From an optimization exercise on the open Yosys and OpenROAD flow, aimed at a short achievable clock period and few clock cycles; shortcuts taken in it are not production practice. Only simulation tests tie the RTL to the original design; equivalence was not proved. No activity file was given, so power comes from the tool's default toggle rates.

// reuleaux
module reuleaux(input logic clk, input logic rst_n, input logic [2:0] colour,
                input logic [7:0] centre_x, input logic [6:0] centre_y, input logic [7:0] diameter,
                input logic start, output logic done,
                output logic [7:0] vga_x, output logic [6:0] vga_y,
                output logic [2:0] vga_colour, output logic vga_plot);
Size: about 5300 cells after synthesis, roughly 680 flip-flops, about 49 I/O pins, ~53000 um^2 of cells after synthesis.
clock: 18.0 ns
lec_check: 0
abc_clock_period_in_ps: 4000
cap_margin: 20
core_margin: 2
core_utilization: 40
slew_margin: 20
standard.sh (not shown) runs the stock make flow with config.mk's settings and CLKGATE_MAP_FILE= SYNTH_SCRIPT=/design/flow/synth_recipe.tcl, a recipe that flattens the netlist after the stock synthesis.
==> flow/flow/run.sh <==
#!/bin/bash
set -euo pipefail
MARGIN=$(cat flow/margin.txt 2>/dev/null || echo 14)
EXTRA=$(cat flow/extra.txt 2>/dev/null || true)
bash standard.sh SETUP_SLACK_MARGIN=$MARGIN $EXTRA finish > flow_make.log 2>&1
==> flow/flow/margin.txt <==
13.5
Testbench counts at the start, summed over its fixed seeds: cycles 24,845.
Edit:
--- a/flow/design.v
+++ b/flow/design.v
@@ -25,26 +25,23 @@
      logic [2:0]  f_rd, f_wr;
      logic [3:0]  f_n;
      logic [7:0] n_x1, n_x2;
      logic [6:0] n_y1;
      always_comb begin
           n_x1 = p_cx + 8'((9'(p_d) + 9'd1) >> 1);
           n_x2 = p_cx - (p_d >> 1);
           n_y1 = p_cy + 7'(p_d * 7'd74);
      end
      logic act, adv, push, dec;
      logic [23:0] vis, m_step;
-     logic [7:0] dup, dup2;
-     logic [3:0][3:0] xeq, yeq;
-     localparam logic [15:0] XT = {2'd0, 2'd2, 2'd3, 2'd1, 2'd1, 2'd3, 2'd2, 2'd0};
-     localparam logic [15:0] YT = {2'd1, 2'd3, 2'd3, 2'd1, 2'd0, 2'd2, 2'd2, 2'd0};
+     logic [7:0] dup;
      logic [7:0] ox_n, oy_n;
      always_comb begin
           act = stepping && act_r && more_r;
           adv = act && (f_n != 4'(F));
           dec = (crit > 0);
           ox_n = ox - 8'(dec);
           oy_n = oy + 8'd1;
           for (int k = 0; k < 3; k++) begin
                logic [7:0] xs [8];
                logic [7:0] ys [8];
                logic [7:0] lo, hi;
@@ -61,38 +58,26 @@
                lo = (k == 1) ? b_x3 : b_x2;
                hi = (k == 0) ? b_x3 : b_x1;
                for (int o = 0; o < 8; o++) begin
                     if (k == 2)
                          vis[8*k+o] = xs[o] < 8'd160 && ys[o] < 8'd120 && xs[o] >= lo && xs[o] <= hi
                                       && ys[o] >= b_y1;
                     else
                          vis[8*k+o] = xs[o] < 8'd160 && ys[o] < 8'd120 && xs[o] >= lo && xs[o] <= hi
                                       && ys[o] <= b_y1 && ys[o] >= 8'd23;
                end
           end
-          for (int a = 0; a < 4; a++)
-               for (int b = 0; b < 4; b++) begin
-                    xeq[a][b] = (cx_r[0][a] == cx_r[1][b]);
-                    yeq[a][b] = (cy_r[0][a] == cy_r[0][b]);
-               end
-          for (int o2 = 0; o2 < 8; o2++) begin
-               logic any;
-               any = 1'b0;
-               for (int o1 = 0; o1 < 8; o1++)
-                    any = any | (xeq[XT[2*o1 +: 2]][XT[2*o2 +: 2]] & yeq[YT[2*o1 +: 2]][YT[2*o2 +: 2]]);
-               dup2[o2] = any && (cx_r[1][XT[2*o2 +: 2]] == b_x3) && (b_x2 <= b_x3);
-          end
           dup = 8'd0;
           if (first_r) dup = dup | 8'b1101_0100;
           if (eq_r)    dup = dup | 8'b1010_1010;
-          m_step = vis & ~{dup, dup | dup2, dup};
+          m_step = vis & ~{dup, dup, dup};
           push = adv && (m_step != 24'd0);
      end
      function automatic logic run_hits(input logic [7:0] s, input logic [7:0] len1,
                                        input logic [7:0] a, input logic [7:0] b);
           logic [7:0] d;
           d = a - s;
           run_hits = (a <= b) && ((a <= s && s <= b) || d <= len1);
      endfunction
      logic maybe;
      always_comb begin
           logic [7:0] len1, x1h, x2h, y12h;
Outcome:
- die area went down by 4.4%
- wire length went down by about 6%
- sequential share of layout area went up by 1.8 points
- clock power went down by about 2%
- total power barely changes
- design area went down by 5.5%
- worst hold slack improves by 0.0043 ns
- combinational power went up by about 9%
- area after synthesis went down by 4.4%
Testbench counts after the change, summed over its fixed seeds: cycles 24,895.

========
== 02-08 ==
Another version of the RTL of reuleaux (not shown whole).
Size in the first run: about 4800 cells after synthesis, about 430 flip-flops, ~43000 um^2 of cells after synthesis.
Settings: LEC_CHECK=0, ABC_CLOCK_PERIOD_IN_PS=4000, CAP_MARGIN=20, CORE_MARGIN=2, CORE_UTILIZATION=40, SLEW_MARGIN=20; clock period 18.0 ns.
==> flow/flow/run.sh <==
#!/bin/bash
set -euo pipefail
MARGIN=$(cat flow/margin.txt 2>/dev/null || echo 13.5)
bash standard.sh SETUP_SLACK_MARGIN=$MARGIN PRE_DETAIL_PLACE_TCL=$(pwd)/flow/outflops.tcl finish > flow_make.log 2>&1
==> flow/flow/outflops.tcl <==
# Before detailed placement: move the flip-flop that drives each output port's
# buffer next to that buffer, so the flop's output wire is short. Detailed
# placement then legalizes the moved cells.
set block [ord::get_db_block]
set moved 0
foreach bterm [$block getBTerms] {
  if {[$bterm getIoType] != "OUTPUT"} { continue }
  set net [$bterm getNet]
  if {$net == "NULL"} { continue }
  set buf ""
  foreach it [$net getITerms] { if {[$it isOutputSignal]} { set buf [$it getInst] } }
  if {$buf == ""} { continue }
  set in_net ""
  foreach it [$buf getITerms] { if {[$it isInputSignal]} { set in_net [$it getNet] } }
  if {$in_net == "" || $in_net == "NULL"} { continue }
  set ff ""
  set nload 0
  foreach it [$in_net getITerms] {
    if {[$it isOutputSignal]} { set ff [$it getInst] } else { incr nload }
  }
  if {$ff == "" || $nload != 1} { continue }
  if {![[$ff getMaster] isSequential]} { continue }
  set loc [$buf getLocation]
  $ff setLocation [lindex $loc 0] [lindex $loc 1]
  incr moved
}
puts "outflops: moved $moved flip-flops next to their output buffers"
Scripts as last shown in full above: flow/flow/margin.txt
02-08 finished all stages; the layout is clean.
Testbench counts of 02-08, summed over its fixed seeds: cycles 24,845.
Edits applied to the flow inputs when going from 02-08 to 11-12:
diff --git a/flow/design.v b/flow/design.v
--- a/flow/design.v
+++ b/flow/design.v
@@ -227,37 +227,33 @@
                busy_n <= 1'b1;
           end else if (!busy_n && start) begin
                done <= 1'b0;
                busy_n <= 1'b1;
           end else if (fin) begin
                done <= 1'b1;
                busy_n <= 1'b0;
           end
      end
      always_ff @(posedge clk) begin
-          if (!rst_n || !rst_q)
+          if (!rst_q) begin
                vga_plot <= 1'b0;
-          else
-               vga_plot <= clearing || (live ? (ms != 24'd0) : (h_m != 24'd0));
-     end
-     always_ff @(posedge clk) begin
-          if (!rst_q) begin
                clearing <= 1'b1;
                clr_x <= 8'd0;
                clr_y <= 7'd0;
                ld <= 1'b0;
                busy <= 1'b0;
                stepping <= 1'b0;
                f_n <= 4'd0;
                f_rd <= 1'd0;
                f_wr <= 1'd0;
           end else begin
+               vga_plot <= clearing || (live ? (ms != 24'd0) : (h_m != 24'd0));
                f_n <= f_n + 4'(push && !byp) - 4'(pop);
                if (push && !byp) f_wr <= f_wr + 1'd1;
                if (pop) f_rd <= f_rd + 1'd1;
                if (clearing) begin
                     if (clr_y == 7'd119) begin
                          clr_y <= 7'd0;
                          clr_x <= clr_x + 8'd1;
                          if (clr_x == 8'd159) begin
                               clearing <= 1'b0;
                               ld <= 1'b1;
### Flow results
Comparing 11-12 and 02-08, the higher number of global-route vias before repair was measured on 11-12. In 11-12 relative to 02-08, routed wire length on met2 had gone down slightly. 11-12 vs 02-08, dominant power group: combinational logic vs the clock network. Area: 11-12 vs 02-08 -> 11-12 larger. Compared with 02-08, 11-12 shows a iteration-0 DRC count of the detailed router that is 5.8% higher. Compared to 02-08, 11-12 has die area 1300 um^2 higher. 11-12 completed end to end with timing, DRC and antenna clean. Side by side, average cell area after synthesis turned out lower in 11-12 than in 02-08.
Testbench counts of 11-12, summed over its fixed seeds: cycles 24,845.

==> static timing again, ports no longer ideal <==
The results above use ideal ports. As a check the final layouts listed here were re-extracted and re-timed, cells and wires unchanged.
Step 1, drivers: a clkbuf_16 drives clk and a buf_2 each remaining input, both assumed.
Step 2 times the ports against the registers' clock, not the clock port: input delays grow and output delays shrink by t, the midpoint of the rising clock arrivals with the driver on.
Three values: ideal ports, drivers, drivers and shift; two values: the first two.
run	t, ns	setup WS [ns]	worst hold slack (ns)	worst setup path at the end	slew at the worst register clock pin (ns)
the first run of note 1	0.764	13.174 / 13.104 / 13.332	0.466 / 0.466 / 0.466	input to register	0.07 / 0.07
the second run of note 1	0.774	13.150 / 13.066 / 13.141	0.471 / 0.471 / 0.471	input to register	0.07 / 0.07
02-08	0.728	13.279 / 13.211 / 13.247	0.483 / 0.483 / 0.483	input to register	0.07 / 0.07
11-12	0.728	13.272 / 13.196 / 13.200	0.465 / 0.465 / 0.465	input to register	0.07 / 0.07
After both steps every run listed still meets setup and hold. The setup slack of 11-12, which loses most, moves by -0.076 ns with the drivers and by -0.072 ns with both steps.
